Context: an optimization exercise on an open-source flow, tuned for small area. The choices shown serve that exercise and are no tape-out recipe.
Only simulation tests tie the RTL to the original design; equivalence was not proved.
Power and IR drop assume default switching activity.

**flow/config.mk**
```make
export PLATFORM = sky130hd
export DESIGN_NAME = gen_fifo_ctrl_mult_ch_top
export DESIGN_NICKNAME = gen_fifo_ctrl_mult_ch_top
export VERILOG_FILES = /design/flow/design.v
export SDC_FILE = /design/flow/constraint.sdc
export NUM_CORES = 4
export LEC_CHECK = 0
export CAP_MARGIN = 5
export CORE_MARGIN = 2
export CORE_UTILIZATION = 40
export SLEW_MARGIN = 5
```
**flow/constraint.sdc**
```tcl
create_clock -name core_clock -period 10.0 [get_ports {clk}]
set_input_delay 2.0000 -clock core_clock [delete_from_list [all_inputs] [get_ports {clk}]]
set_output_delay 2.0000 -clock core_clock [all_outputs]
set_load 0.01 [all_outputs]
```
**flow/design.v**
```verilog
module gen_arb_strict_top #(
    parameter WID = 4  
) (
    input  logic [WID-1:0] rqsts ,  
    output logic [WID-1:0] grnts    
);
    logic [WID-1:0] prev_g ;  
    genvar i;
    generate
        for (i = 0; i < WID; i = i + 1) begin: gen_arb_loop
            if (i==0) begin: gen_1st_stage_cond
                assign prev_g[i] = 1'b0     ;  
                assign grnts[i]  = rqsts[i] ;  
            end
            else begin: gen_rest_cond
                assign prev_g[i] = prev_g[i-1] | rqsts[i-1] ;  
                assign grnts[i]  = ~prev_g[i]  & rqsts[i]   ;  
            end
        end
    endgenerate
endmodule
module gen_arb_rr_updt_mask #(
    parameter WID = 16  
) (
    input wire [    0:0] clk   ,  
    input wire [    0:0] rst_n ,  
    input wire [WID-1:0] grnts ,  
    output reg [WID-1:0] mask     
);
wire [WID-1:0] mask_next ;  
genvar II;
generate
    for (II = 0; II < WID ; II = II + 1 ) begin
        if (II==0) begin
            assign mask_next[II] = 1'b0 ;  
        end
        else begin 
            assign mask_next[II] = mask_next[II-1] | grnts[II-1] ; 
        end
    end
endgenerate
always_ff @(posedge clk) begin
    if (!rst_n) begin
        mask <= {WID{1'b0}} ; 
    end
    else begin
        mask <= mask_next ; 
    end
end
endmodule
module gen_arb_rr_top #(
    parameter WID = 16  
) (
    input wire [    0:0] clk   ,  
    input wire [    0:0] rst_n ,  
    input wire [WID-1:0] rqsts ,  
    output reg [WID-1:0] grnts    
);
wire [WID-1:0] base_grnts   ;  
wire [WID-1:0] mask         ;  
wire [WID-1:0] masked_rqsts ;  
wire [WID-1:0] masked_grnts ;  
wire [    0:0] mask_grntd   ;  
assign masked_rqsts = mask & rqsts                           ;  
assign mask_grntd   = |(masked_grnts)                        ;  
assign grnts        = mask_grntd ? masked_grnts : base_grnts ;  
gen_arb_strict_top #(.WID(WID)) i0_arb_strict (
    .rqsts (rqsts       ), 
    .grnts (base_grnts  )
);
gen_arb_strict_top #(.WID(WID)) i1_arb_strict (
    .rqsts (masked_rqsts), 
    .grnts (masked_grnts)
);
gen_arb_rr_updt_mask #(.WID(WID)) i_arb_round_robin_update_mask (
    .clk   (clk  ),
    .rst_n (rst_n),
    .grnts (grnts),
    .mask  (mask )
); 
endmodule
module gen_cnt_top #(
    parameter  CNT_W = 4    
) (
    input  logic [      0:0] clk   ,  
    input  logic [      0:0] rst_n ,  
    input  logic [CNT_W-1:0] lim   ,  
    input  logic [      0:0] inc   ,  
    input  logic [      0:0] dec   ,  
    input  logic [      0:0] clr   ,  
    output logic [CNT_W-1:0] count    
);
logic             msk_inc     ;  
logic             msk_dec     ;  
logic             wrap_cond   ;  
logic [CNT_W-1:0] count_next  ;  
assign msk_inc = inc & ~dec ; 
assign msk_dec = dec & ~inc ; 
assign wrap_cond  = (count==lim) & msk_inc ;  
assign count_next = clr | wrap_cond ? CNT_W'(0) : msk_inc ? count + CNT_W'(1) : msk_dec ? count - CNT_W'(1) : count ; 
always_ff @( posedge clk) begin 
    if (!rst_n) begin
        count <= CNT_W'(0) ;  
    end
    else begin
        count <= count_next ;  
    end
end
endmodule
module gen_crd_mng_top #(
   parameter int CRD_INIT_AMOUNT  = 8 ,  
   parameter int MAX_CRD_GRNT_VAL = 1 ,  
   parameter int MAX_CRD_USED_VAL = 1 ,  
   parameter int CRD_RST_AMOUNT   = CRD_INIT_AMOUNT ,  
   localparam int CRD_CNT_W  = $clog2(CRD_INIT_AMOUNT)  + 1 ,  
   localparam int CRD_GRNT_W = $clog2(MAX_CRD_GRNT_VAL) + 1 ,  
   localparam int CRD_USED_W = $clog2(MAX_CRD_USED_VAL) + 1    
)(
   input  logic                  clk          ,  
   input  logic                  rst_n        ,  
   input  logic [CRD_GRNT_W-1:0] crd_grnt_val ,  
   input  logic                  crd_grnt_en  ,  
   input  logic [CRD_USED_W-1:0] crd_used_val ,  
   input  logic                  crd_used_en  ,  
   output logic [CRD_CNT_W -1:0] crd_cnt      ,  
   output logic                  crd_exist       
);
logic [CRD_CNT_W-1:0] crd_cnt_next     ; 
logic                 inc_y_dec_y_cond ; 
logic                 inc_y_dec_n_cond ; 
logic                 inc_n_dec_y_cond ; 
logic                 inc_n_dec_n_cond ; 
logic [CRD_CNT_W-1:0] inc_y_dec_y_val  ; 
logic [CRD_CNT_W-1:0] inc_y_dec_n_val  ; 
logic [CRD_CNT_W-1:0] inc_n_dec_y_val  ; 
logic [CRD_CNT_W-1:0] inc_n_dec_n_val  ; 
logic [CRD_CNT_W-1:0] crd_grnt_ext     ; 
logic [CRD_CNT_W-1:0] crd_used_ext     ; 
logic [CRD_CNT_W-1:0] crd_used_min     ; 
assign inc_y_dec_y_cond =  crd_grnt_en &  crd_used_en ; 
assign inc_y_dec_n_cond =  crd_grnt_en & ~crd_used_en ; 
assign inc_n_dec_y_cond = ~crd_grnt_en &  crd_used_en ; 
assign inc_n_dec_n_cond = ~crd_grnt_en & ~crd_used_en ; 
assign crd_grnt_ext    = crd_grnt_val                                                  ;  
assign crd_used_ext    = crd_used_val                                                  ;  
assign inc_y_dec_y_val = crd_cnt + crd_grnt_ext - crd_used_ext                         ; 
assign inc_y_dec_n_val = crd_cnt + crd_grnt_ext                                        ; 
assign inc_n_dec_y_val = crd_cnt                - crd_used_ext                         ; 
assign inc_n_dec_n_val = crd_cnt                                                       ; 
assign crd_cnt_next = {CRD_CNT_W{inc_y_dec_y_cond}} & inc_y_dec_y_val | 
                      {CRD_CNT_W{inc_y_dec_n_cond}} & inc_y_dec_n_val | 
                      {CRD_CNT_W{inc_n_dec_y_cond}} & inc_n_dec_y_val | 
                      {CRD_CNT_W{inc_n_dec_n_cond}} & inc_n_dec_n_val ; 
assign crd_used_min = MAX_CRD_USED_VAL ; 
assign crd_exist = crd_cnt >= crd_used_min ; 
always_ff @(posedge clk)  
   if (!rst_n)  
      crd_cnt <= CRD_RST_AMOUNT[CRD_CNT_W-1:0];
   else  
      crd_cnt <= crd_cnt_next ; 
endmodule
module gen_dec_top #(
   parameter  DAT_IN_W  =             2 ,  
   localparam DAT_OUT_W = 2 ** DAT_IN_W    
)(
   input  logic [DAT_IN_W -1:0] dat_in ,  
   input  logic                 en     ,  
   output logic [DAT_OUT_W-1:0] dat_out   
);
genvar BIT ; 
generate
   for (BIT=0; BIT<DAT_OUT_W; BIT++) begin: gen_dec_loop
      assign dat_out[BIT] = (dat_in==DAT_IN_W'(BIT)) & en ; 
   end
endgenerate
endmodule
module gen_enc_top #(
   parameter  DAT_IN_W  =               4 ,  
   localparam DAT_OUT_W = $clog2(DAT_IN_W)   
)(
   input  logic [DAT_IN_W -1:0] dat_in ,  
   output logic [DAT_OUT_W-1:0] dat_out   
);
always_comb begin
   dat_out = DAT_OUT_W'(0) ; 
   for (int i=0; i<DAT_IN_W; i++) begin
      dat_out = dat_in[i] ? DAT_OUT_W'(i) : dat_out ; 
   end
end
endmodule
module gen_pipe_top #(
   parameter           DEPTH       =    2 ,  
   parameter           DAT_W       =    4 ,  
   parameter bit [0:0] LOW_PWR_OPT = 1'b1    
) (
   input  logic [      0:0] clk     ,  
   input  logic [      0:0] rst_n   ,  
   input  logic [DAT_W-1:0] dat_in  ,  
   input  logic [      0:0] vld_in  ,  
   output logic [DAT_W-1:0] dat_out ,  
	output logic [      0:0] vld_out    
);
logic [DEPTH:0][DAT_W-1:0] pipe_dat ; 
logic [DEPTH:0]            pipe_vld ; 
genvar ST ; 
generate
   for (ST = 0; ST<DEPTH; ST++) begin : gen_pipe_loop
      if (ST==0) begin : gen_1st_stage_cond 
         always_ff @(posedge clk) begin
            if (!rst_n) begin
               pipe_dat[1] <= DAT_W'(0) ; 
               pipe_vld[1] <= 1'b0      ;
            end
            else if (pipe_vld[ST] | ~LOW_PWR_OPT) begin
               pipe_dat[1] <= dat_in ; 
               pipe_vld[1] <= vld_in ;
            end
         end
      end
      else begin : gen_2nd_stage_cond
         always_ff @(posedge clk) begin
            if (!rst_n) begin
               pipe_dat[ST+1] <= DAT_W'(0) ; 
               pipe_vld[ST+1] <= 1'b0      ;
            end
            else if (pipe_vld[ST] | ~LOW_PWR_OPT) begin
               pipe_dat[ST+1] <= pipe_dat[ST] ; 
               pipe_vld[ST+1] <= pipe_vld[ST] ;
            end
         end
      end
   end
endgenerate
assign dat_out = DEPTH==0 ? dat_in : pipe_dat[DEPTH] ; 
assign vld_out = DEPTH==0 ? vld_in : pipe_vld[DEPTH] ; 
endmodule
module gen_fifo_ctrl_cfg_size_top #(
    parameter  PTR_W =         4 ,  
    localparam CNT_W = PTR_W + 1    
) (
    input  logic [      0:0] clk        ,  
    input  logic [      0:0] rst_n      ,  
    input  logic [CNT_W-1:0] cfg_size   ,  
    input  logic [CNT_W-1:0] cfg_af_th  ,  
    input  logic [CNT_W-1:0] cfg_ae_th  ,  
    input  logic [      0:0] clr        ,  
    input  logic [      0:0] push       ,  
    input  logic [      0:0] pop        ,  
    output logic [PTR_W-1:0] rd_ptr     ,  
    output logic [PTR_W-1:0] wr_ptr     ,  
    output logic [CNT_W-1:0] sts_count  ,  
    output logic [      0:0] sts_full   ,  
    output logic [      0:0] sts_af     ,  
    output logic [      0:0] sts_ae     ,  
    output logic [      0:0] sts_empty  ,  
    output logic [      0:0] err_ovfl   ,  
    output logic [      0:0] err_udfl      
);
logic             rd_ptr_inc_cond ; 
logic             wr_ptr_inc_cond ; 
logic [PTR_W-1:0] ptr_lim         ; 
assign sts_full  = (sts_count == cfg_size)      ;  
assign sts_af    = (sts_count >= cfg_af_th)     ;  
assign sts_ae    = (sts_count <= cfg_ae_th)     ;  
assign sts_empty = (sts_count == CNT_W'(0))     ;  
assign err_ovfl  = push & sts_full              ;  
assign err_udfl  = pop & sts_empty              ;  
assign ptr_lim = cfg_size[PTR_W-1:0] - PTR_W'(1) ; 
assign rd_ptr_inc_cond = pop & ~sts_empty ;  
gen_cnt_top #(.CNT_W(PTR_W)) i_rd_ptr_cnt (
   .clk   (clk            ),  
   .rst_n (rst_n          ),  
   .lim   (ptr_lim        ),  
   .inc   (rd_ptr_inc_cond),  
   .dec   (1'b0           ),  
   .clr   (clr            ),  
   .count (rd_ptr         )   
);
assign wr_ptr_inc_cond = push & ~sts_full ;  
gen_cnt_top #(.CNT_W(PTR_W)) i_wr_ptr_cnt (
   .clk   (clk            ),  
   .rst_n (rst_n          ),  
   .lim   (ptr_lim        ),  
   .inc   (wr_ptr_inc_cond),  
   .dec   (1'b0           ),  
   .clr   (clr            ),  
   .count (wr_ptr         )   
);
gen_cnt_top #(.CNT_W(CNT_W)) i_count_cnt (
   .clk   (clk            ),  
   .rst_n (rst_n          ),  
   .lim   ({CNT_W{1'b1}}  ),  
   .inc   (wr_ptr_inc_cond),  
   .dec   (rd_ptr_inc_cond),  
   .clr   (clr            ),  
   .count (sts_count      )   
);
endmodule
module gen_fifo_ctrl_mult_ch_top #(
   parameter           CH_N         =    8 ,  
   parameter           ADD_W        =    8 ,  
   parameter           DAT_W        =   32 ,  
   parameter           RQST_CRDT_N  =    8 ,  
   parameter bit [0:0] RR_ARB_OPT   = 1'b1 ,  
   parameter           DLY_USER2MEM =    0 ,  
   parameter           DLY_MEM2USER =    1 ,  
   localparam RQST_CRDT_W = $clog2(RQST_CRDT_N) + 1 ,  
   localparam CH_W        = $clog2(CH_N)            ,  
   localparam CNT_W       = ADD_W + 1                  
)(
   input  logic                              clk               ,  
   input  logic                              rst_n             ,  
   input  logic [CH_N-1:0][ADD_W       -1:0] cfg_vec_dat_base  ,  
   input  logic [CH_N-1:0][CNT_W       -1:0] cfg_vec_dat_size  ,  
   input  logic [CH_N-1:0][CNT_W       -1:0] cfg_vec_dat_af_th ,  
   input  logic [CH_N-1:0][CNT_W       -1:0] cfg_vec_dat_ae_th ,  
   input  logic [CH_N-1:0][RQST_CRDT_W -1:0] cfg_vec_crd_af_th ,  
   input  logic [CH_N-1:0][RQST_CRDT_W -1:0] cfg_vec_crd_ae_th ,  
   input  logic                              clr_rqst          ,  
   input  logic           [CH_W        -1:0] clr_ch_num        ,  
   input  logic                              rd_rqst           ,  
   input  logic           [CH_W        -1:0] rd_ch_num         ,  
   input  logic                              usr_in_vld        ,  
   input  logic           [CH_W        -1:0] usr_in_ch_num     ,  
   input  logic           [DAT_W       -1:0] usr_in_dat        ,  
   output logic                              usr_out_vld       ,  
   output logic           [CH_W        -1:0] usr_out_ch_num    ,  
   output logic           [DAT_W       -1:0] usr_out_dat       ,  
   output logic [CH_N-1:0][CNT_W       -1:0] sts_vec_dat_count ,  
   output logic [CH_N-1:0]                   sts_vec_dat_full  ,  
   output logic [CH_N-1:0]                   sts_vec_dat_af    ,  
   output logic [CH_N-1:0]                   sts_vec_dat_ae    ,  
   output logic [CH_N-1:0]                   sts_vec_dat_empty ,  
   output logic [CH_N-1:0][RQST_CRDT_W -1:0] sts_vec_crd_count ,  
   output logic [CH_N-1:0]                   sts_vec_crd_full  ,  
   output logic [CH_N-1:0]                   sts_vec_crd_af    ,  
   output logic [CH_N-1:0]                   sts_vec_crd_ae    ,  
   output logic [CH_N-1:0]                   sts_vec_crd_empty ,  
   output logic [CH_N-1:0]                   err_vec_dat_ovfl  ,  
   output logic [CH_N-1:0]                   err_vec_dat_udfl  ,  
   output logic [CH_N-1:0]                   err_vec_rqst_ovfl ,  
   output logic [CH_N-1:0]                   err_vec_rqst_udfl ,  
   output logic                              err_clr_rqst_ovfl ,  
   output logic                              func_ch_clrd      ,  
   output logic                              mem_cs            ,  
   output logic                              mem_wen           ,  
   output logic           [ADD_W       -1:0] mem_add           ,  
   output logic           [DAT_W       -1:0] mem_dat_in        ,  
   input  logic           [DAT_W       -1:0] mem_dat_out          
);
localparam [1:0] CLR_IDLE = 2'b00, CLR_IN_PROG = 2'b01, CLR_DONE = 2'b10 ;
function automatic logic f_ge9 (input logic [CNT_W-1:0] a, input logic [CNT_W-1:0] b) ;  
   logic r ;
   r = 1'b1 ;
   for (int i=0; i<CNT_W; i++) r = (a[i] & ~b[i]) | (a[i] & r) | (~b[i] & r) ;
   f_ge9 = r ;
endfunction
function automatic logic f_ge4 (input logic [RQST_CRDT_W-1:0] a, input logic [RQST_CRDT_W-1:0] b) ;  
   logic r ;
   r = 1'b1 ;
   for (int i=0; i<RQST_CRDT_W; i++) r = (a[i] & ~b[i]) | (a[i] & r) | (~b[i] & r) ;
   f_ge4 = r ;
endfunction
function automatic logic [RQST_CRDT_W-1:0] f_updn4 (input logic [RQST_CRDT_W-1:0] a, input logic up, input logic dn) ;
   logic [RQST_CRDT_W-1:0] r ;
   logic cu, cd ;
   cu = up ; cd = dn ;
   for (int i=0; i<RQST_CRDT_W; i++) begin
      r[i] = a[i] ^ (cu | cd) ;
      cu = cu & a[i] ;
      cd = cd & ~a[i] ;
   end
   f_updn4 = r ;
endfunction
logic [CH_N-1:0][CNT_W-1:0]       cnt_q   ;
logic [CH_N-1:0][ADD_W-1:0]       rd_q    ;
logic [CH_N-1:0][RQST_CRDT_W-1:0] crd_q   ;
logic                             ovld_q  ;
logic [CH_W-1:0]                  och_q   ;
logic [1:0]                       cst_q   ;
logic [CH_W-1:0]                  cch_q   ;
logic            cst_idle, cst_prog, cst_done ;
logic [CH_W-1:0] icn ;
logic [CH_N-1:0] crd_ex ;
logic            cce ;
logic [1:0]      cst_n ;
logic            uvm ;
assign cst_idle = cst_q == CLR_IDLE    ;
assign cst_prog = cst_q == CLR_IN_PROG ;
assign cst_done = cst_q == CLR_DONE    ;
assign icn      = (clr_rqst & cst_idle) ? clr_ch_num : cch_q ;
assign cce      = crd_ex[icn] ;
always_comb begin
   case (cst_q)
      CLR_IDLE    : cst_n = clr_rqst ? (cce ? CLR_IN_PROG : CLR_DONE) : CLR_IDLE ;
      CLR_IN_PROG : cst_n = cce ? CLR_IN_PROG : CLR_DONE ;
      default     : cst_n = CLR_IDLE ;
   endcase
end
assign uvm = usr_in_vld & (cst_idle | (cch_q != usr_in_ch_num)) ;
logic [CH_N-1:0] rq, rq_m, rr_mask, g_base, g_msk, gnt_oh, pg_oh, pg_sel ;
logic            gv, gv_m, pb, pm ;
logic [CH_W-1:0] pop_ch ;
always_comb begin
   for (int i=0; i<CH_N; i++) begin
      rq[i]      = crd_ex[i] & (~cst_prog | (cch_q == CH_W'(i))) ;  
      rr_mask[i] = ovld_q & (i > och_q) ;
   end
   rq_m = rq & rr_mask ;
   pb = 1'b0 ; pm = 1'b0 ;
   for (int i=0; i<CH_N; i++) begin
      g_base[i] = rq[i]   & ~pb ; pb = pb | rq[i]   ;
      g_msk [i] = rq_m[i] & ~pm ; pm = pm | rq_m[i] ;
   end
   gv_m   = pm ;
   pg_oh  = gv_m ? g_msk : g_base ;        
   pg_sel = pg_oh ;
   pg_sel[0] = pg_oh[0] | ~pb ;            
   gv     = pb & ~uvm ;
   gnt_oh = pg_oh & {CH_N{~uvm}} ;
   pop_ch = '0 ;
   for (int i=0; i<CH_N; i++) pop_ch = pop_ch | ({CH_W{gnt_oh[i]}} & CH_W'(i)) ;
end
logic [CH_N-1:0] dat_full, dat_empty, sel_oh, usr_oh ;
logic [ADD_W-1:0] rd_s, base_s ;
logic [CNT_W-1:0] cnt_s, size_s, rd_inc, cnt_n, afth_s, aeth_s ;
logic             full_n, af_n, ae_n ;
logic [ADD_W-1:0] rd_n ;
logic             full_s, empty_s, push_ev, pop_ev ;
always_comb begin
   for (int i=0; i<CH_N; i++) begin
      usr_oh[i] = usr_in_ch_num == CH_W'(i) ;
      sel_oh[i] = uvm ? usr_oh[i] : pg_sel[i] ;
   end
   rd_s = '0 ; cnt_s = '0 ; size_s = '0 ; base_s = '0 ; afth_s = '0 ; aeth_s = '0 ; full_s = 1'b0 ; empty_s = 1'b0 ;
   for (int i=0; i<CH_N; i++) begin
      rd_s    = rd_s    | ({ADD_W{sel_oh[i]}} & rd_q[i]) ;
      cnt_s   = cnt_s   | ({CNT_W{sel_oh[i]}} & cnt_q[i]) ;
      size_s  = size_s  | ({CNT_W{sel_oh[i]}} & cfg_vec_dat_size[i]) ;
      base_s  = base_s  | ({ADD_W{sel_oh[i]}} & cfg_vec_dat_base[i]) ;
      afth_s  = afth_s  | ({CNT_W{sel_oh[i]}} & cfg_vec_dat_af_th[i]) ;
      aeth_s  = aeth_s  | ({CNT_W{sel_oh[i]}} & cfg_vec_dat_ae_th[i]) ;
      full_s  = full_s  | (usr_oh[i] & dat_full[i]) ;
      empty_s = empty_s | (gnt_oh[i] & dat_empty[i]) ;
   end
end
logic [ADD_W-1:0] wa0, wa1, ra ;
logic [CNT_W:0]   wrap_sum ;
logic             wrap ;
assign wa0      = base_s + rd_s + cnt_s[ADD_W-1:0] ;
assign wa1      = base_s + rd_s + cnt_s[ADD_W-1:0] + ~size_s[ADD_W-1:0] + 1'b1 ;
assign wrap_sum = {2'b0, rd_s} + {1'b0, cnt_s} + {1'b0, ~size_s} + 1'b1 ;
assign wrap     = wrap_sum[CNT_W] ;  
assign ra       = base_s + rd_s ;
assign mem_add  = ~uvm ? ra : wrap ? wa1 : wa0 ;
assign rd_inc  = {1'b0, rd_s} + 1'b1 ;
assign rd_n    = (rd_inc == size_s) ? '0 : rd_inc[ADD_W-1:0] ;
assign cnt_n   = uvm ? cnt_s + 1'b1 : cnt_s - 1'b1 ;
assign full_n  = cnt_n == size_s ;
assign af_n    = f_ge9(cnt_n, afth_s) ;
assign ae_n    = f_ge9(aeth_s, cnt_n) ;
assign push_ev = uvm & ~full_s ;
assign pop_ev  = gv & ~empty_s ;
genvar CH ;
generate
   for (CH=0; CH<CH_N; CH++) begin: gen_ch
      logic clr_ch, keep, ld_cnt, ld_rd, keep_cnt, keep_rd, crd_inc, crd_dec, pop_c, push_c, rdq_c ;
      assign clr_ch   = cst_done & (cch_q == CH_W'(CH)) ;
      assign keep     = rst_n & ~clr_ch ;
      assign ld_cnt   = keep &  (sel_oh[CH] & (push_ev | pop_ev)) ;
      assign keep_cnt = keep & ~(sel_oh[CH] & (push_ev | pop_ev)) ;
      assign ld_rd    = keep &  (sel_oh[CH] & pop_ev) ;
      assign keep_rd  = keep & ~(sel_oh[CH] & pop_ev) ;
      assign pop_c    = gnt_oh[CH] ;
      assign push_c   = uvm & usr_oh[CH] ;
      assign rdq_c    = rd_rqst & (rd_ch_num == CH_W'(CH)) ;
      logic full_q, af_q, ae_q, af_0 ;
      assign af_0 = ~|cfg_vec_dat_af_th[CH] ;  
      always_ff @(posedge clk) begin
         cnt_q[CH] <= ({CNT_W{ld_cnt}} & cnt_n) | ({CNT_W{keep_cnt}} & cnt_q[CH]) ;
         rd_q [CH] <= ({ADD_W{ld_rd }} & rd_n ) | ({ADD_W{keep_rd }} & rd_q [CH]) ;
         full_q    <= (ld_cnt & full_n) | (keep_cnt & full_q) ;
         af_q      <= (ld_cnt & af_n  ) | (keep_cnt & af_q  ) | (~keep & af_0) ;
         ae_q      <= (ld_cnt & ae_n  ) | (keep_cnt & ae_q  ) | ~keep ;
      end
      assign crd_inc = rdq_c & ~sts_vec_crd_full[CH] ;
      assign crd_dec = pop_c ;
      always_ff @(posedge clk) begin
         if (!rst_n)
            crd_q[CH] <= '0 ;
         else
            crd_q[CH] <= f_updn4(crd_q[CH], crd_inc & ~crd_dec, crd_dec & ~crd_inc) ;
      end
      assign crd_ex[CH]            = |crd_q[CH] ;
      assign sts_vec_crd_count[CH] = crd_q[CH] ;
      assign sts_vec_crd_full [CH] = crd_q[CH][RQST_CRDT_W-1] ;  
      assign sts_vec_crd_af   [CH] = f_ge4(crd_q[CH], cfg_vec_crd_af_th[CH]) ;
      assign sts_vec_crd_ae   [CH] = f_ge4(cfg_vec_crd_ae_th[CH], crd_q[CH]) ;
      assign sts_vec_crd_empty[CH] = ~crd_ex[CH] ;
      assign err_vec_rqst_ovfl[CH] = rdq_c & sts_vec_crd_full[CH] ;
      assign err_vec_rqst_udfl[CH] = 1'b0 ;  
      assign sts_vec_dat_count[CH] = cnt_q[CH] ;
      assign dat_full [CH]         = full_q ;
      assign dat_empty[CH]         = cnt_q[CH] == '0 ;
      assign sts_vec_dat_full [CH] = dat_full[CH] ;
      assign sts_vec_dat_empty[CH] = dat_empty[CH] ;
      assign sts_vec_dat_af   [CH] = af_q ;
      assign sts_vec_dat_ae   [CH] = ae_q ;
      assign err_vec_dat_ovfl [CH] = push_c & dat_full[CH] ;
      assign err_vec_dat_udfl [CH] = pop_c & dat_empty[CH] ;
   end
endgenerate
always_ff @(posedge clk) begin
   if (!rst_n) begin
      cst_q  <= CLR_IDLE ;
      cch_q  <= '0 ;
      ovld_q <= 1'b0 ;
      och_q  <= '0 ;
   end
   else begin
      cst_q  <= cst_n ;
      cch_q  <= icn ;
      ovld_q <= gv ;
      och_q  <= pop_ch ;
   end
end
assign usr_out_vld       = ovld_q ;
assign usr_out_ch_num    = och_q ;
assign usr_out_dat       = mem_dat_out ;
assign mem_cs            = 1'b1 ;
assign mem_dat_in        = usr_in_dat ;
assign mem_wen           = push_ev ;
assign err_clr_rqst_ovfl = clr_rqst & ~cst_idle ;
assign func_ch_clrd      = cst_done ;
endmodule
```
**flow/flow/run.sh**
```bash
#!/bin/bash
# Standard ORFS flow (the standard.sh) with:
#  - synthesis as standard (same ORFS synth.tcl and synth_recipe.tcl, so the
#    same registers and names), except that ABC maps with flow/abc_relaxed.script:
#    an area-oriented script (fraig, scorr, dc2, dch, &nf -R 1000, then ORFS.s
#    buffering and sizing steps),
#  - I/O port buffers made from the smallest buffer cell,
#  - clock tree built from larger sink clusters and without dummy loads.
# Each step's full log is kept by ORFS under orfs/logs/; make's output goes to
# standard_flow.log in this folder.
set -euo pipefail
W=$PWD
mkdir -p "$W/mysyn"
# synth.tcl sourcing the modified preamble
sed "s|source \$::env(SCRIPTS_DIR)/synth_preamble.tcl|source $W/mysyn/synth_preamble.tcl|" \
  "$FLOW_HOME/scripts/synth.tcl" > "$W/mysyn/synth.tcl"
# preamble choosing the relaxed ABC script
sed "s|set abc_script \$::env(SCRIPTS_DIR)/abc_speed.script|set abc_script $W/flow/abc_relaxed.script|" \
  "$FLOW_HOME/scripts/synth_preamble.tcl" > "$W/mysyn/synth_preamble.tcl"
grep -q "abc_relaxed.script" "$W/mysyn/synth_preamble.tcl"
grep -q "mysyn/synth_preamble.tcl" "$W/mysyn/synth.tcl"
# The standard flow's synthesis script, sourcing the modified synth.tcl
sed "s|source \$::env(SCRIPTS_DIR)/synth.tcl|source $W/mysyn/synth.tcl|" \
  "$W/synth_recipe.tcl" > "$W/mysyn/synth_recipe.tcl"
grep -q "mysyn/synth.tcl" "$W/mysyn/synth_recipe.tcl"
# The standard.sh with that synthesis script
sed "s|SYNTH_SCRIPT=[^ ]*|SYNTH_SCRIPT=$W/mysyn/synth_recipe.tcl|" "$W/standard.sh" > "$W/mysyn/standard.sh"
grep -q "mysyn/synth_recipe.tcl" "$W/mysyn/standard.sh"
export BUFFER_PORTS_ARGS="-buffer_cell sky130_fd_sc_hd__buf_1"
export CTS_ARGS="-sink_clustering_enable -repair_clock_nets -buf_list sky130_fd_sc_hd__clkbuf_8 -sink_clustering_size 14 -sink_clustering_max_diameter 60 -dont_use_dummy_load"
bash "$W/mysyn/standard.sh" > standard_flow.log 2>&1
```
**flow/flow/abc_relaxed.script**
```
strash
&get -n
&fraig -x
&put
scorr
dc2
strash
&get -n
&dch -f
&nf -R 1000
&put
buffer -c
topo
stime -c
upsize -c
dnsize -c
```
**flow/standard.sh**
```bash
#!/bin/bash
# synth_recipe.tcl (not shown) runs the flow's synth.tcl, then flattens the netlist and writes it again
# the make line also repeats each setting of config.mk as NAME=value (left out here)
make -C /OpenROAD-flow-scripts/flow DESIGN_CONFIG=/design/flow/config.mk WORK_HOME=/design/flow/orfs CLKGATE_MAP_FILE= SYNTH_SCRIPT=/design/flow/synth_recipe.tcl "${@:-finish}"
```
==> reports/qor.txt, run 1 <==
Post-synth EDFFs: 0
largest family of logic cells by synthesized area: compound AO/OA/AOI/OAI gates
Synth area leaders: dfxtp_1, a222oi_1, buf_4
simple-gate share of the synthesized area: 20.2%
Initial Util: 40.6%
asr flop ratio synth: 0%
stop err: [ERROR PPL-0024] Number of IO pins (702) exceeds maximum number of available positions (686). Increase the die perimeter from 763.98um to 954.72um.
synth unique cells: 69
Synth Area in Compound Gates: 26.4%
status: stopped before the end
area share of the largest cell type after synthesis: 28.8%
Synth Cell Area: 14000 um^2
post-synthesis mux area share: 0.841%
Synthesis Warnings: 1
adder-cell share of the synthesized area: 8.37%
die width: 191 um
Synth Instances: 1782
Stopped at: I/O pin placement (3_2_place_iop)
sequential fraction of the synthesis area: 28.8%
Top FF cell, synth: dfxtp_1
Synth Area in XOR/XNOR: 3.56%
synthesized flop and latch total: 201
Core Rows: 68
largest area contributor in the netlist: dfxtp_1
DIE HEIGHT: 191 um
Avg Inst Size Synth: 7.85 um^2
## synth_stat cells (3+ instances only)
library cell	number
a21o_1	8
a21oi_1	105
a21oi_2	4
a221oi_1	9
a222oi_1	99
a22o_1	17
a22oi_1	57
a31oi_1	12
and2_1	18
and3_1	8
buf_1	9
buf_2	14
buf_4	127
buf_6	6
clkbuf_1	49
dfxtp_1	201
fa_1	11
ha_1	55
inv_1	87
inv_2	4
maj3_1	24
mux2i_1	5
nand2_1	242
nand2_2	11
nand2b_1	15
nand3_1	72
nand3b_1	12
nand4_1	14
nor2_1	60
nor2b_1	26
nor3_1	36
nor3b_1	4
nor4_1	27
nor4_4	4
o21ai_0	169
o21ai_1	25
o21bai_1	15
o22ai_1	12
or3_1	7
or4_1	3
xnor2_1	39
xor2_1	16
## logic make-up after synthesis
family,count (synthesis)
multiplexers,9
AND/OR/NAND/NOR,575
flip-flops,201
adder cells (fa/ha/maj),92
buffers and inverters,296
XOR/XNOR,56
AO/OA/AOI/OAI,551
other,2
==> inputs of run 2 (changes only) <==
--- a/flow/flow/run.sh
+++ b/flow/flow/run.sh
@@ -2,8 +2,7 @@
 # Standard ORFS flow (the standard.sh) with:
 #  - synthesis as standard (same ORFS synth.tcl and synth_recipe.tcl, so the
 #    same registers and names), except that ABC maps with flow/abc_relaxed.script:
-#    an area-oriented script (fraig, scorr, dc2, dch, &nf -R 1000, then ORFS.s
-#    buffering and sizing steps),
+#    ORFS's abc_speed.script with a delay relaxation on &nf (-R 1000) for area,
 #  - I/O port buffers made from the smallest buffer cell,
 #  - clock tree built from larger sink clusters and without dummy loads.
 # Each step's full log is kept by ORFS under orfs/logs/; make's output goes to
==> flow/flow/abc_relaxed.script (replaced) <==
&get -n
&st
&dch
&nf -R 1000
&st
&syn2
&if -g -K 6
&synch2
&nf -R 1000
&st
&syn2
&if -g -K 6
&synch2
&nf -R 1000
&st
&syn2
&if -g -K 6
&synch2
&nf -R 1000
&st
&syn2
&if -g -K 6
&synch2
&nf -R 1000
&st
&syn2
&if -g -K 6
&synch2
&nf -R 1000
&put
buffer -c
topo
stime -c
upsize -c
dnsize -c
==> reports/qor.txt, run 2 <==
TritonRoute pass-1 iters: 9
GP Congestion: 0.979
Post-Place Cells: 2803
most frequent CP cell: a21o_1
count of non-filler cells in the finished layout: 2832
clk sinks: 201
asr flop ratio synth: 0%
die area: 39000 um^2
largest reg by FF count: cnt_q
total CTS buffers: 22
worst hold path class: flip-flop to flip-flop
post-layout min period: 9.63 ns
port bufs: 564
DRC: 0
Synth Cell Area: 15000 um^2
vias in the first global route: 15500
Top delay family on crit path: compound AO/OA/AOI/OAI gates
Worst EP required: 8.00 ns
Post-synth EDFFs: 0
Max-Cap Viols: 0
Avg Vias per Cell: 5.95
first-pass GRT wire length: 105000 um
CP Buf/Inv Count: 4
fill count: 3831
Avg Inst Size Synth: 7.77 um^2
average wire per standard cell: 26.3 um
synthesis-to-layout area growth: 15.9%
Core Rows: 70
power density cells: 467 nW/um^2
Comb pwr share: 78.0%
share of cells above drive strength 1: 6.64%
area share of the largest cell type after synthesis: 26.9%
largest area contributor in the netlist: dfxtp_1
final hold violations: 0
RR Endpoint: gen_ch[5].ae_q
most frequent cells in the layout: buf_1, nand2_1, dfxtp_1
CTS Hold Bufs: 0
Final HPWL DP: 60600 um
Post-synth top cells: nand2_1, dfxtp_1, nor2_1, a21oi_1, buf_4
fin crit share: 96.3%
H-tree depth: 1
Iter 0 DRT Violations: 2118
startpoint types: input port
FF-to-FF Start: crd_q[4]
slowest cell delay on critical path: 0.64 ns
most common cell after layout, fill and taps aside: buf_1
total power: 8.11 mW
Worst Path Max Fanout: 12
synth unique cells: 70
instance count on the critical path: 25
All-Layer GR Usage: 36.4%
CP Launch Point: usr_in_ch_num[0]
Switch Pwr: 4.60 mW
Core Region: 36800 um^2
Top FF cell, synth: dfxtp_1
Initial Util: 40.7%
Leak Pwr: 6.53 nW
synthesized flop and latch total: 201
Max IR drop VDD: 0.248 mV
hold path depth: 2
total gr overflow: 0
fmax: 104 MHz
critical path arrival: 7.63 ns
Synth area leaders: dfxtp_1, nand2_1, buf_4
Sequential Power Share: 15.9%
status: finished clean
total wire length: 74500 um
root buffer cell: clkbuf_8
pin count of the biggest net entering global routing: 50
CTS tree: yes
reg2reg path depth: 26
CTS max path bufs: 3
CP Capture Point: mem_add[7]
Switching Share: 56.8%
Fin Hold WS: 0.491 ns
biggest regs: cnt_q: 72 flops, rd_q: 64 flops, crd_q: 32 flops
Post-DRT Antenna Nets: 0
die width: 198 um
fin nets: 2853
Final Max Tran Viols: 0
Synth Instances: 1928
sequential fraction of the synthesis area: 26.9%
Worst-Margin Slew: 1.15 ns
clock share of power: 6.0%
Internal: 3.51 mW
Worst Path Class, Setup: input port to output pin
worst reg2reg setup slack: 1.88 ns
clock latency (worst-skew pair): 0.57 ns
skew final: 0.0708 ns
DIE HEIGHT: 198 um
Via Count: 16900
Slowest cell on crit path: fa_2
Worst-path clk slew: 0.07 ns
Synthesis Warnings: 1
most used standard cell by instance count after synthesis: nand2_1
Final setup viols: 0
max_slew headroom: 22.6%
boundary pin count: 702
CP Capture Type: output pin
initial antenna violation count: 5
max FFs per register: 72
-- run 2: cell count changes after synthesis, sizes merged, moves of 20 or more --
cell    change
a21oi      +25
a22oi      -37
and2       +25
clkbuf     +31
inv        -23
maj3       +25
mux2i      +55
nand2      +29
nand3      -51
nand4      +38
nor2      +110
o21ai     -139
xnor2      +20
-- run 2: through the flow --
step | utilization [%] | setup WS, ns | area (um^2) | setup TNS [ns]
3_5_place_dp | 46.2 | 0.284 | 17000 | 0
4_1_cts | 47.0 | 0.248 | 17300 | 0
5_1_grt | 47.2 | -0.00932 | 17400 | -0.00932
6_report | 47.2 | 0.375 | 17400 | 0
2_1_floorplan | - | 0.0214 | 15000 | 0
3_3_place_gp | 46.2 | 0.337 | 17000 | 0
-- run 2: layer usage --
| layer | up-vias | share of wire (%) | track usage (%) |
|---|---|---|---|
| li1 | 7634 | - | - |
| met1 | 7968 | 38 | 46.3 |
| met2 | 1100 | 44 | 56.3 |
| met3 | 147 | 15 | 15.5 |
| met4 | 6 | 2.9 | 9.72 |
| met5 | - | 0.043 | 0 |
-- run 2: power groups by stage --
| stage | sequential, mW | clock, mW | combinational [mW] |
|---|---|---|---|
| global placement | 1.30 | 0 | 6.13 |
| detailed placement | 1.30 | 0 | 6.16 |
| global route | 1.31 | 0.525 | 6.82 |
| finish | 1.29 | 0.489 | 6.33 |
| floorplan | 1.23 | 0 | 4.13 |
| CTS | 1.28 | 0.493 | 6.19 |
-- run 2: how the worst min path moves through the flow --
stage / startpoint / end / slack [ns]
final: rd_q[26] / rd_q[26] / 0.49
after global routing: rd_q[26] / rd_q[26] / 0.52
after CTS: rd_q[26] / rd_q[26] / 0.49
after detailed placement: rd_q[18] / rd_q[18] / 0.47
after global placement: rd_q[50] / rd_q[50] / 0.47
after floorplan: gen_ch[6].full_q / gen_ch[6].full_q / 0.45
-- run 2: area by class of cell --
class	instances	area, um^2	share of cell area [%]
multi-input cells	1427	9450	54.4
flip-flops and latches	201	4020	23.2
repair buffers	645	2750	15.8
well taps	468	586	3.37
clock buffers	22	303	1.74
inverters	68	258	1.48
diodes	1	2.50	0.0144
-- run 2: repair_timing --
item	4_1_cts	5_1_grt
gates resized for setup	0	7
buffers inserted	0	6
endpoints found under the hold margin	0	0
setup endpoints to repair	0	6
-- run 2: worst min-delay path: stages (launching register included) --
cell and delay, ns:
dfxtp_1 0.33, a21oi_1 0.06, nor2_1 0.07
-- run 2: kinds of logic after synthesis --
group           synth area share, %
buf+inv                        10.9
xor+xnor                       4.62
mux                            4.31
simple gates                   25.1
flops                          26.9
other cells                  0.0501
fa+ha+maj                      9.53
compound gates                 18.6
==> inputs of run 3 (changes only) <==
--- a/flow/flow/run.sh
+++ b/flow/flow/run.sh
@@ -2,7 +2,10 @@
 # Standard ORFS flow (the standard.sh) with:
 #  - synthesis as standard (same ORFS synth.tcl and synth_recipe.tcl, so the
 #    same registers and names), except that ABC maps with flow/abc_relaxed.script:
-#    ORFS's abc_speed.script with a delay relaxation on &nf (-R 1000) for area,
+#    an area-oriented script (fraig, scorr, dc2, dch, then &nf with delay
+#    relaxation -R 1000, followed by ORFS's usual buffering and sizing steps),
+#    and with no separate adder mapping (ADDER_MAP_FILE empty), so that ABC
+#    maps the adders together with the rest of the logic,
 #  - I/O port buffers made from the smallest buffer cell,
 #  - clock tree built from larger sink clusters and without dummy loads.
 # Each step's full log is kept by ORFS under orfs/logs/; make's output goes to
@@ -25,6 +28,7 @@
 # The standard.sh with that synthesis script
 sed "s|SYNTH_SCRIPT=[^ ]*|SYNTH_SCRIPT=$W/mysyn/synth_recipe.tcl|" "$W/standard.sh" > "$W/mysyn/standard.sh"
 grep -q "mysyn/synth_recipe.tcl" "$W/mysyn/standard.sh"
+export ADDER_MAP_FILE=
 export BUFFER_PORTS_ARGS="-buffer_cell sky130_fd_sc_hd__buf_1"
 export CTS_ARGS="-sink_clustering_enable -repair_clock_nets -buf_list sky130_fd_sc_hd__clkbuf_8 -sink_clustering_size 14 -sink_clustering_max_diameter 60 -dont_use_dummy_load"
 bash "$W/mysyn/standard.sh" > standard_flow.log 2>&1
==> flow/flow/abc_relaxed.script (replaced) <==
strash
&get -n
&fraig -x
&put
scorr
dc2
strash
&get -n
&dch -f
&nf -R 1000 -F 8 -C 32
&put
buffer -c
topo
stime -c
upsize -c
dnsize -c
--- a/flow/config.mk
+++ b/flow/config.mk
@@ -5,7 +5,7 @@
 export SDC_FILE = /design/flow/constraint.sdc
 export NUM_CORES = 4
 export LEC_CHECK = 0
-export CAP_MARGIN = 5
-export CORE_MARGIN = 2
-export CORE_UTILIZATION = 40
-export SLEW_MARGIN = 5
+export CAP_MARGIN = 20
+export CORE_AREA = 2 2 198 198
+export DIE_AREA = 0 0 200 200
+export SLEW_MARGIN = 20
==> reports/qor.txt, run 3 <==
CTS max path bufs: 3
die width: 200 um
critical path arrival: 7.65 ns
skew final: 0.0910 ns
Max-Cap Viols: 0
Top delay family on crit path: compound AO/OA/AOI/OAI gates
CTS tree: yes
H-tree depth: 1
CP Buf/Inv Count: 3
most frequent CP cell: xnor2_1
post-route cell area: 16000 um^2
Via Count: 15900
total wire length: 75200 um
Worst Path Max Fanout: 6
first-pass GRT wire length: 101000 um
Avg Inst Size Synth: 8.05 um^2
Worst EP required: 8.00 ns
startpoint types: input port
most used standard cell by instance count after synthesis: dfxtp_1
Synth area leaders: dfxtp_1, a222oi_1, buf_4
total CTS buffers: 21
DRC: 0
synth unique cells: 71
fmax: 104 MHz
synthesized flop and latch total: 201
Post-synth top cells: dfxtp_1, nand2_1, buf_4, o21ai_0, a222oi_1
die area: 40000 um^2
Synth Instances: 1675
port bufs: 564
Iter 0 DRT Violations: 2422
biggest regs: cnt_q: 72 flops, rd_q: 64 flops, crd_q: 32 flops
worst hold path class: flip-flop to flip-flop
Final setup viols: 0
initial antenna violation count: 3
boundary pin count: 702
max_slew headroom: 21.7%
largest reg by FF count: cnt_q
power density cells: 409 nW/um^2
max FFs per register: 72
Core Region: 37800 um^2
Post-Place Cells: 2596
Post-synth EDFFs: 0
post-route setup slack: 0.352 ns
GP Congestion: 1.08
asr flop ratio synth: 0%
Final Max Tran Viols: 0
most common cell after layout, fill and taps aside: buf_1
vias in the first global route: 14300
synthesis-to-layout area growth: 18.9%
share of cells above drive strength 1: 7.99%
final hold violations: 0
largest area contributor in the netlist: dfxtp_1
clock latency (worst-skew pair): 0.57 ns
Avg Vias per Cell: 6.05
total gr overflow: 0
most frequent cells in the layout: buf_1, dfxtp_1, nand2_1
DIE HEIGHT: 200 um
Core Rows: 71
Fin Hold WS: 0.449 ns
placed inst area: 15500 um^2
count of non-filler cells in the finished layout: 2631
root buffer cell: clkbuf_8
Top FF cell, synth: dfxtp_1
post-layout min period: 9.65 ns
clk sinks: 201
average wire per standard cell: 28.6 um
Max IR drop VDD: 0.203 mV
slowest cell delay on critical path: 0.42 ns
Initial Util: 35.7%
total power: 6.56 mW
Leak Pwr: 5.49 nW
Slowest cell on crit path: a2111o_1
Synth Cell Area: 13500 um^2
fin crit share: 96.5%
CP Capture Type: output pin
TritonRoute pass-1 iters: 13
pin count of the biggest net entering global routing: 42
Final HPWL DP: 61300 um
Worst-Margin Slew: 1.16 ns
Worst Path Class, Setup: input port to output pin
All-Layer GR Usage: 35.1%
area share of the largest cell type after synthesis: 29.8%
sequential fraction of the synthesis area: 29.8%
Worst-path clk slew: 0.09 ns
fin nets: 2540
pre-CTS WS: 0.115 ns
status: finished clean
Post-DRT Antenna Nets: 0
Synthesis Warnings: 1
[run 3: cell types whose count changed in the layout (fill, tap and decap cells not counted), sizes merged, moves of 16 or more]
cell	delta
a211oi	-16
a21oi	-39
a22o	+80
and2	-39
and3	+39
ha	-55
maj3	+22
mux2i	-58
nand2	-110
nand2b	-16
nand4	-43
nor2	-83
o21ai	+63
xnor2	+22
[run 3: through the flow]
step | TNS, ns | util (%)
after floorplan | 0 | -
after global placement | 0 | 41.1
after detailed placement | 0 | 41.2
after CTS | 0 | 41.9
after global routing | -0.0362 | 42.5
final | 0 | 42.5
[run 3: metal layers]
metal / track usage, % / routed length [um] / up-vias
li1: - / - / 7003
met1: 44.9 / 28800 / 7650
met2: 49.4 / 30800 / 1076
met3: 17.6 / 12100 / 194
met4: 13.8 / 3210 / 2
met5: 3.33 / 191 / -
[run 3: timing repair]
item                                    in CTS  in global routing
buffers inserted                             0                 10
endpoints found under the setup margin       0                  3
hold buffers                                 0                  0
gates resized for setup                      0                 20
[run 3: layout make-up]
type                            count  area (um^2)
Sequential cell                   201         4020
Antenna cell                        4         10.0
Clock buffer                       21          289
Multi-Input combinational cell   1195         8150
Inverter                           60          225
Fill cell                        4014        21700
Timing Repair Buffer              639         2700
Tap cell                          511          639
[run 3: path summary, 6_finish.rpt]
| path | start | end | slack, ns | depth (start not counted) |
|---|---|---|---|---|
| worst max register to register | crd_q[8] | gen_ch[2].af_q | 2.07 | 25 |
| worst min register to register | gen_ch[7].af_q | gen_ch[7].af_q | 0.45 | 2 |
| worst min-delay path | gen_ch[7].af_q | gen_ch[7].af_q | 0.45 | 2 |
| worst max-delay path | usr_in_ch_num[2] | mem_add[7] | 0.35 | 26 |
[run 3: kinds of logic (layout without fill, tap and decap cells)]
logic type      after synthesis  in the layout  share of synthesized area, %
compound gates              506            506                          27.6
xor+xnor                    102            102                          6.73
fa+ha+maj                    73             73                          5.57
buf+inv                     286            720                          11.5
flops                       201            201                          29.8
mux                           5              5                         0.566
other cells                   2             13                        0.0557
simple gates                500            500                          18.1
[run 3: power by group]
group,switching (mW),internal (mW)
logic,3.05,1.81
clock network,0.281,0.187
registers,0.262,0.967
total,3.59,2.97
[run 3: tightest hold or removal path: cells and delay by family, from the launching register on]
kind / cells / cell delay, ns
flops: 1 / 0.32
simple gates: 2 / 0.09
==> inputs of run 4 (changes only) <==
--- a/flow/design.v
+++ b/flow/design.v
@@ -372,6 +372,18 @@
    end
    f_updn4 = r ;
 endfunction
+function automatic logic f_crd_ge (input logic [RQST_CRDT_W-1:0] c, input logic [RQST_CRDT_W-1:0] t) ;  
+   logic r ;
+   r = 1'b1 ;
+   for (int i=0; i<RQST_CRDT_W-1; i++) r = (c[i] & ~t[i]) | (c[i] & r) | (~t[i] & r) ;
+   f_crd_ge = c[RQST_CRDT_W-1] ? (~t[RQST_CRDT_W-1] | ~|t[RQST_CRDT_W-2:0]) : (~t[RQST_CRDT_W-1] & r) ;
+endfunction
+function automatic logic f_crd_le (input logic [RQST_CRDT_W-1:0] c, input logic [RQST_CRDT_W-1:0] t) ;  
+   logic r ;
+   r = 1'b1 ;
+   for (int i=0; i<RQST_CRDT_W-1; i++) r = (t[i] & ~c[i]) | (t[i] & r) | (~c[i] & r) ;
+   f_crd_le = c[RQST_CRDT_W-1] ? t[RQST_CRDT_W-1] : (t[RQST_CRDT_W-1] | r) ;
+endfunction
 logic [CH_N-1:0][CNT_W-1:0]       cnt_q   ;
 logic [CH_N-1:0][ADD_W-1:0]       rd_q    ;
 logic [CH_N-1:0][RQST_CRDT_W-1:0] crd_q   ;
@@ -494,8 +506,8 @@
       assign crd_ex[CH]            = |crd_q[CH] ;
       assign sts_vec_crd_count[CH] = crd_q[CH] ;
       assign sts_vec_crd_full [CH] = crd_q[CH][RQST_CRDT_W-1] ;  
-      assign sts_vec_crd_af   [CH] = f_ge4(crd_q[CH], cfg_vec_crd_af_th[CH]) ;
-      assign sts_vec_crd_ae   [CH] = f_ge4(cfg_vec_crd_ae_th[CH], crd_q[CH]) ;
+      assign sts_vec_crd_af   [CH] = f_crd_ge(crd_q[CH], cfg_vec_crd_af_th[CH]) ;
+      assign sts_vec_crd_ae   [CH] = f_crd_le(crd_q[CH], cfg_vec_crd_ae_th[CH]) ;
       assign sts_vec_crd_empty[CH] = ~crd_ex[CH] ;
       assign err_vec_rqst_ovfl[CH] = rdq_c & sts_vec_crd_full[CH] ;
       assign err_vec_rqst_udfl[CH] = 1'b0 ;  
--- a/flow/config.mk
+++ b/flow/config.mk
@@ -5,7 +5,7 @@
 export SDC_FILE = /design/flow/constraint.sdc
 export NUM_CORES = 4
 export LEC_CHECK = 0
-export CAP_MARGIN = 20
+export CAP_MARGIN = 5
 export CORE_AREA = 2 2 198 198
 export DIE_AREA = 0 0 200 200
-export SLEW_MARGIN = 20
+export SLEW_MARGIN = 5
==> reports/qor.txt, run 4 <==
max_slew headroom: 11.9%
Synth area leaders: dfxtp_1, a22o_1, a222oi_1
most used standard cell by instance count after synthesis: dfxtp_1
adder-cell share of the synthesized area: 3.96%
pin count of the biggest net entering global routing: 53
GP Congestion: 0.952
Post-synth EDFFs: 0
startpoint types: input port
H-tree depth: 1
fmax: 104 MHz
Core Rows: 71
Final setup viols: 0
All-Layer GR Usage: 35.9%
instance count on the critical path: 26
post-layout min period: 9.65 ns
Worst EP required: 8.00 ns
Core Region: 37800 um^2
average wire per standard cell: 29.5 um
unrepaired setup endpoints after global routing: false
synthesis-to-layout area growth: 17.9%
CTS tree: yes
boundary pin count: 702
most frequent cells in the layout: buf_1, dfxtp_1, a22o_1
die width: 200 um
total gr overflow: 0
synth unique cells: 81
CP Buf/Inv Count: 4
share of cells above drive strength 1: 7.86%
skew final: 0.0666 ns
Synth Area in Compound Gates: 29.9%
CTS max path bufs: 3
port bufs: 564
Top FF cell, synth: dfxtp_1
DIE HEIGHT: 200 um
largest family of logic cells by synthesized area: compound AO/OA/AOI/OAI gates
synthesized flop and latch total: 201
CP Capture Type: output pin
fin nets: 2511
sequential fraction of the synthesis area: 29.6%
fin crit share: 96.5%
most frequent CP cell: maj3_1
worst reg2reg setup slack: 2.58 ns
root buffer cell: clkbuf_8
clk sinks: 201
largest reg by FF count: cnt_q
asr flop ratio synth: 0%
biggest regs: cnt_q: 72 flops, rd_q: 64 flops, crd_q: 32 flops
Synth Instances: 1650
total wire length: 76700 um
RR Endpoint: gen_ch[1].af_q
Avg Vias per Cell: 6.18
CP Launch Point: usr_in_ch_num[1]
simple-gate share of the synthesized area: 17.9%
Post-DRT Antenna Nets: 0
initial antenna violation count: 4
FF-to-FF Start: crd_q[0]
setup TNS: 0 ns
area share of the largest cell type after synthesis: 29.6%
Via Count: 16100
reg2reg path depth: 23
Worst Path Class, Setup: input port to output pin
Synth Cell Area: 13600 um^2
Worst Path Max Fanout: 11
DRC: 0
Avg Inst Size Synth: 8.24 um^2
Hold Crit Start: gen_ch[5].af_q
die area: 40000 um^2
vias in the first global route: 14100
Final HPWL DP: 62000 um
TritonRoute pass-1 iters: 10
Synth Area in XOR/XNOR: 6.85%
Top delay family on crit path: adder cells
Max IR drop VDD: 0.179 mV
Leak Pwr: 5.62 nW
clock latency (worst-skew pair): 0.56 ns
slowest cell delay on critical path: 0.42 ns
Final Max Tran Viols: 0
CTS Hold Bufs: 0
Worst-Margin Slew: 1.32 ns
total CTS buffers: 20
total power: 7.15 mW
most common cell after layout, fill and taps aside: buf_1
first-pass GRT wire length: 104000 um
Initial Util: 36.0%
Worst-path clk slew: 0.09 ns
power density cells: 446 nW/um^2
CP Capture Point: mem_add[7]
Iter 0 DRT Violations: 2432
worst hold path class: flip-flop to flip-flop
post-synthesis mux area share: 0.625%
largest area contributor in the netlist: dfxtp_1
Post-synth top cells: dfxtp_1, a22o_1, nand2_1, buf_4, nor2_1
max FFs per register: 72
Max-Cap Viols: 0
final hold violations: 0
critical path arrival: 7.65 ns
Slowest cell on crit path: maj3_1
Synthesis Warnings: 1
status: finished clean
[run 4: final cells by class]
cell class,count,area (um^2)
fillers,4016,21700
multi-input cells,1178,8190
flip-flops and latches,201,4020
repair buffers,639,2710
well taps,511,639
clock buffers,20,275
inverters,49,184
diodes,3,7.51
[run 4: kinds of logic (layout without fill, tap and decap cells)]
group	Yosys count	in the layout
fa+ha+maj	52	52
simple gates	484	484
compound gates	524	524
other cells	2	12
xor+xnor	103	103
buf+inv	278	708
mux	6	6
flops	201	201
[run 4: tightest hold or removal path: cells and delay by family, from the launching register on]
family	cells	cell delay [ns]
flip-flops	1	0.33
AND/OR/NAND/NOR	2	0.10
[run 4: per-stage QoR]
step / utilization (%) / cell area, um^2 / setup slack [ns] / hold WS [ns] / cells
after floorplan: - / 13600 / 0.524 / 0.417 / 1657
after global placement: 41.5 / 15700 / 0.320 / 0.431 / 2573
after detailed placement: 41.5 / 15700 / 0.223 / 0.446 / 2573
after CTS: 42.2 / 15900 / 0.185 / 0.459 / 2593
after global routing: 42.5 / 16000 / 0.000532 / 0.493 / 2600
final: 42.5 / 16000 / 0.351 / 0.465 / 2601
[run 4: how the worst min path moves through the flow]
stage	endpoint	slack (ns)	cells past startpoint
global placement	gen_ch[5].af_q	0.43	2
CTS	gen_ch[5].af_q	0.46	2
detailed placement	rd_q[11]	0.45	2
finish	gen_ch[5].af_q	0.46	2
global route	rd_q[3]	0.49	2
floorplan	gen_ch[5].af_q	0.42	2
[run 4: repair_timing]
action,CTS,global route
resized for setup,0,13
setup buffers,0,5
setup endpoints to repair,0,1
[run 4: power breakdown]
group | internal [mW] | total [mW] | leakage, nW | switching, mW
clock network | 0.179 | 0.462 | 0.144 | 0.283
logic | 2.01 | 5.41 | 3.85 | 3.40
registers | 0.982 | 1.28 | 1.63 | 0.298
[run 4: layer usage]
layer / GRT usage (%) / wire (um)
met1: 47.3 / 29800
met2: 51.1 / 31800
met3: 18.6 / 13000
met4: 9.47 / 2050
met5: 0 / 12
==> inputs of run 5 (changes only) <==
--- a/flow/flow/run.sh
+++ b/flow/flow/run.sh
@@ -4,8 +4,6 @@
 #    same registers and names), except that ABC maps with flow/abc_relaxed.script:
 #    an area-oriented script (fraig, scorr, dc2, dch, then &nf with delay
 #    relaxation -R 1000, followed by ORFS's usual buffering and sizing steps),
-#    and with no separate adder mapping (ADDER_MAP_FILE empty), so that ABC
-#    maps the adders together with the rest of the logic,
 #  - I/O port buffers made from the smallest buffer cell,
 #  - clock tree built from larger sink clusters and without dummy loads.
 # Each step's full log is kept by ORFS under orfs/logs/; make's output goes to
@@ -28,7 +26,6 @@
 # The standard.sh with that synthesis script
 sed "s|SYNTH_SCRIPT=[^ ]*|SYNTH_SCRIPT=$W/mysyn/synth_recipe.tcl|" "$W/standard.sh" > "$W/mysyn/standard.sh"
 grep -q "mysyn/synth_recipe.tcl" "$W/mysyn/standard.sh"
-export ADDER_MAP_FILE=
 export BUFFER_PORTS_ARGS="-buffer_cell sky130_fd_sc_hd__buf_1"
 export CTS_ARGS="-sink_clustering_enable -repair_clock_nets -buf_list sky130_fd_sc_hd__clkbuf_8 -sink_clustering_size 14 -sink_clustering_max_diameter 60 -dont_use_dummy_load"
 bash "$W/mysyn/standard.sh" > standard_flow.log 2>&1
==> reports/qor.txt, run 5 <==
Worst EP required: 8.00 ns
area share of the largest cell type after synthesis: 29.0%
most common cell after layout, fill and taps aside: buf_1
Final Max Tran Viols: 0
Synth Cell Area: 13900 um^2
Sequential Power Share: 17.1%
pin count of the biggest net entering global routing: 49
max FFs per register: 72
die width: 200 um
DIE HEIGHT: 200 um
boundary pin count: 702
slowest cell delay on critical path: 0.68 ns
Core Rows: 71
total wire length: 77400 um
die area: 40000 um^2
critical path arrival: 7.53 ns
GP Congestion: 1.03
CTS max path bufs: 3
Post-synth EDFFs: 0
Worst Path Class, Setup: input port to output pin
CTS tree: yes
total gr overflow: 0
fin nets: 2560
largest area contributor in the netlist: dfxtp_1
initial antenna violation count: 12
Avg Inst Size Synth: 8.38 um^2
adder-cell share of the synthesized area: 7.70%
Top delay family on crit path: compound AO/OA/AOI/OAI gates
fill count: 3932
Post-synth top cells: dfxtp_1, nand2_1, a22o_1, buf_4
Leak Pwr: 6.02 nW
max_slew headroom: 15.7%
Slowest cell on crit path: a221oi_1
Via Count: 16100
status: finished clean
DRC: 0
Initial Util: 36.8%
Comb pwr share: 77.1%
clock share of power: 5.8%
Worst-Margin Slew: 1.27 ns
largest family of logic cells by synthesized area: compound AO/OA/AOI/OAI gates
final hold violations: 0
worst hold path class: flip-flop to flip-flop
CTS Hold Bufs: 0
H-tree depth: 1
simple-gate share of the synthesized area: 15.0%
most frequent CP cell: o21ai_0
fin crit share: 95.3%
Core Region: 37800 um^2
synthesis-to-layout area growth: 15.6%
CP Buf/Inv Count: 6
Post-DRT Antenna Nets: 0
CP Capture Type: output pin
post-route cell area: 16100 um^2
power density cells: 476 nW/um^2
clk sinks: 201
asr flop ratio synth: 0%
port bufs: 564
Worst-path clk slew: 0.09 ns
Max IR drop VDD: 0.230 mV
Synth Area in Compound Gates: 32.3%
Switch Pwr: 4.37 mW
post-route setup slack: 0.472 ns
post-layout min period: 9.53 ns
most frequent cells in the layout: buf_1, dfxtp_1, a22o_1
Top FF cell, synth: dfxtp_1
Avg Vias per Cell: 6.22
share of cells above drive strength 1: 5.51%
Iter 0 DRT Violations: 2186
fmax: 105 MHz
Synth Instances: 1657
sequential fraction of the synthesis area: 29.0%
first-pass GRT wire length: 104000 um
setup TNS: 0 ns
Final HPWL DP: 62200 um
post-synthesis mux area share: 0.865%
Worst Path Max Fanout: 34
clock latency (worst-skew pair): 0.55 ns
vias in the first global route: 14600
most used standard cell by instance count after synthesis: dfxtp_1
count of non-filler cells in the finished layout: 2593
Synthesis Warnings: 1
startpoint types: input port
Final setup viols: 0
total CTS buffers: 18
largest reg by FF count: cnt_q
Post-Place Cells: 2561
TritonRoute pass-1 iters: 13
pre-CTS WS: 0.326 ns
Synth area leaders: dfxtp_1, a22o_1, a222oi_1
biggest regs: cnt_q: 72 flops, rd_q: 64 flops, crd_q: 32 flops
total power: 7.65 mW
skew final: 0.0681 ns
placed inst area: 15700 um^2
synthesized flop and latch total: 201
root buffer cell: clkbuf_8
Max-Cap Viols: 0
All-Layer GR Usage: 36.3%
Switching Share: 57.2%
synth unique cells: 71
Synth Area in XOR/XNOR: 3.09%
Internal: 3.27 mW
average wire per standard cell: 29.8 um
run 5: logic make-up after synthesis:
group | after synthesis
other | 2
muxes | 9
DFF | 201
and+or+nand+nor | 405
xor gates and xnor gates | 49
adders and majority gates | 82
AOI/OAI and AO/OA | 598
buffers and inverters | 311
run 5: worst reg2reg max path: cells and delay by family (launching register included):
family / cells / cell delay, ns
xor+xnor: 2 / 0.28
compound gates: 13 / 2.71
buf+inv: 3 / 0.69
flops: 1 / 0.42
simple gates: 12 / 2.82
fa+ha+maj: 1 / 0.52
run 5: final cells by class:
class | instances | area, um^2 | area share [%]
multi-input combinational | 1152 | 8260 | 51.5
tap | 511 | 639 | 3.98
sequential | 201 | 4020 | 25.1
antenna | 12 | 30.0 | 0.187
clock buffer | 18 | 248 | 1.54
inverter | 85 | 319 | 1.99
timing repair buffer | 614 | 2530 | 15.8
run 5: worst paths after layout:
check | to | start | slack (ns) | cells past startpoint
setup reg to reg | gen_ch[3].full_q | crd_q[9] | 2.53 | 31
hold reg to reg | rd_q[8] | rd_q[8] | 0.49 | 1
hold / removal | rd_q[8] | rd_q[8] | 0.49 | 1
setup / recovery | mem_add[4] | usr_in_ch_num[1] | 0.47 | 25
run 5: metrics by stage:
stage | util (%) | hold slack, ns
2_1_floorplan | - | 0.436
3_3_place_gp | 41.7 | 0.447
3_5_place_dp | 41.7 | 0.463
4_1_cts | 42.3 | 0.481
5_1_grt | 42.5 | 0.501
6_report | 42.5 | 0.486
run 5: power groups by stage:
stage          Sequential (mW)  Combinational [mW]  Clock [mW]
5_1_grt                   1.32                6.40       0.473
6_report                  1.31                5.90       0.444
2_1_floorplan             1.25                3.84           0
3_3_place_gp              1.31                5.68           0
3_5_place_dp              1.31                5.74           0
4_1_cts                   1.29                5.77       0.444
run 5: per-layer routing:
| layer | vias up | wire length (um) | GRT usage, % |
|---|---|---|---|
| met2 | 1093 | 35800 | 59.3 |
| met1 | 7754 | 27100 | 40.6 |
| met5 | - | 64 | 1.23 |
| li1 | 7064 | - | - |
| met3 | 218 | 6970 | 7.66 |
| met4 | 2 | 7420 | 30.7 |
run 5: what timing repair did:
action / CTS / global route
setup buffers: 0 / 2
endpoints found under the setup margin: 0 / 2
gates resized for setup: 0 / 10

[separate check: timing with driven ports]
How much do the figures lean on ideal ports? The routed layouts below were timed once more, with nothing changed but the port constraints. Step 1 assumes that a clkbuf_16 drives the clock port and a buf_2 every other input. Step 2 times the ports against the registers' clock, not the clock port: input delays grow and output delays shrink by t, the midpoint of the rising clock arrivals with the driver on. Slacks: ideal / step 1 / step 2; pairs: ideal / step 1.
| run | t (ns) | slack for setup (ns) | worst setup path at the end | worst register clock-pin slew, ns | worst slew at a driven data input, ns |
|---|---|---|---|---|---|
| run 2 | 0.594 | 0.375 / 0.355 / 0.355 | input to output | 0.10 / 0.10 | 0.25 |
| run 3 | 0.574 | 0.352 / 0.302 / 0.302 | input to output | 0.09 / 0.09 | 0.32 |
| run 4 | 0.575 | 0.351 / 0.307 / 0.307 | input to output | 0.10 / 0.10 | 0.32 |
| run 5 | 0.567 | 0.472 / 0.427 / 0.427 | input to output | 0.11 / 0.11 | 0.29 |
After both steps setup and hold are still met in every run listed. The setup slack of run 3, which loses most, moves by -0.050 ns with the drivers and by -0.050 ns with both steps.
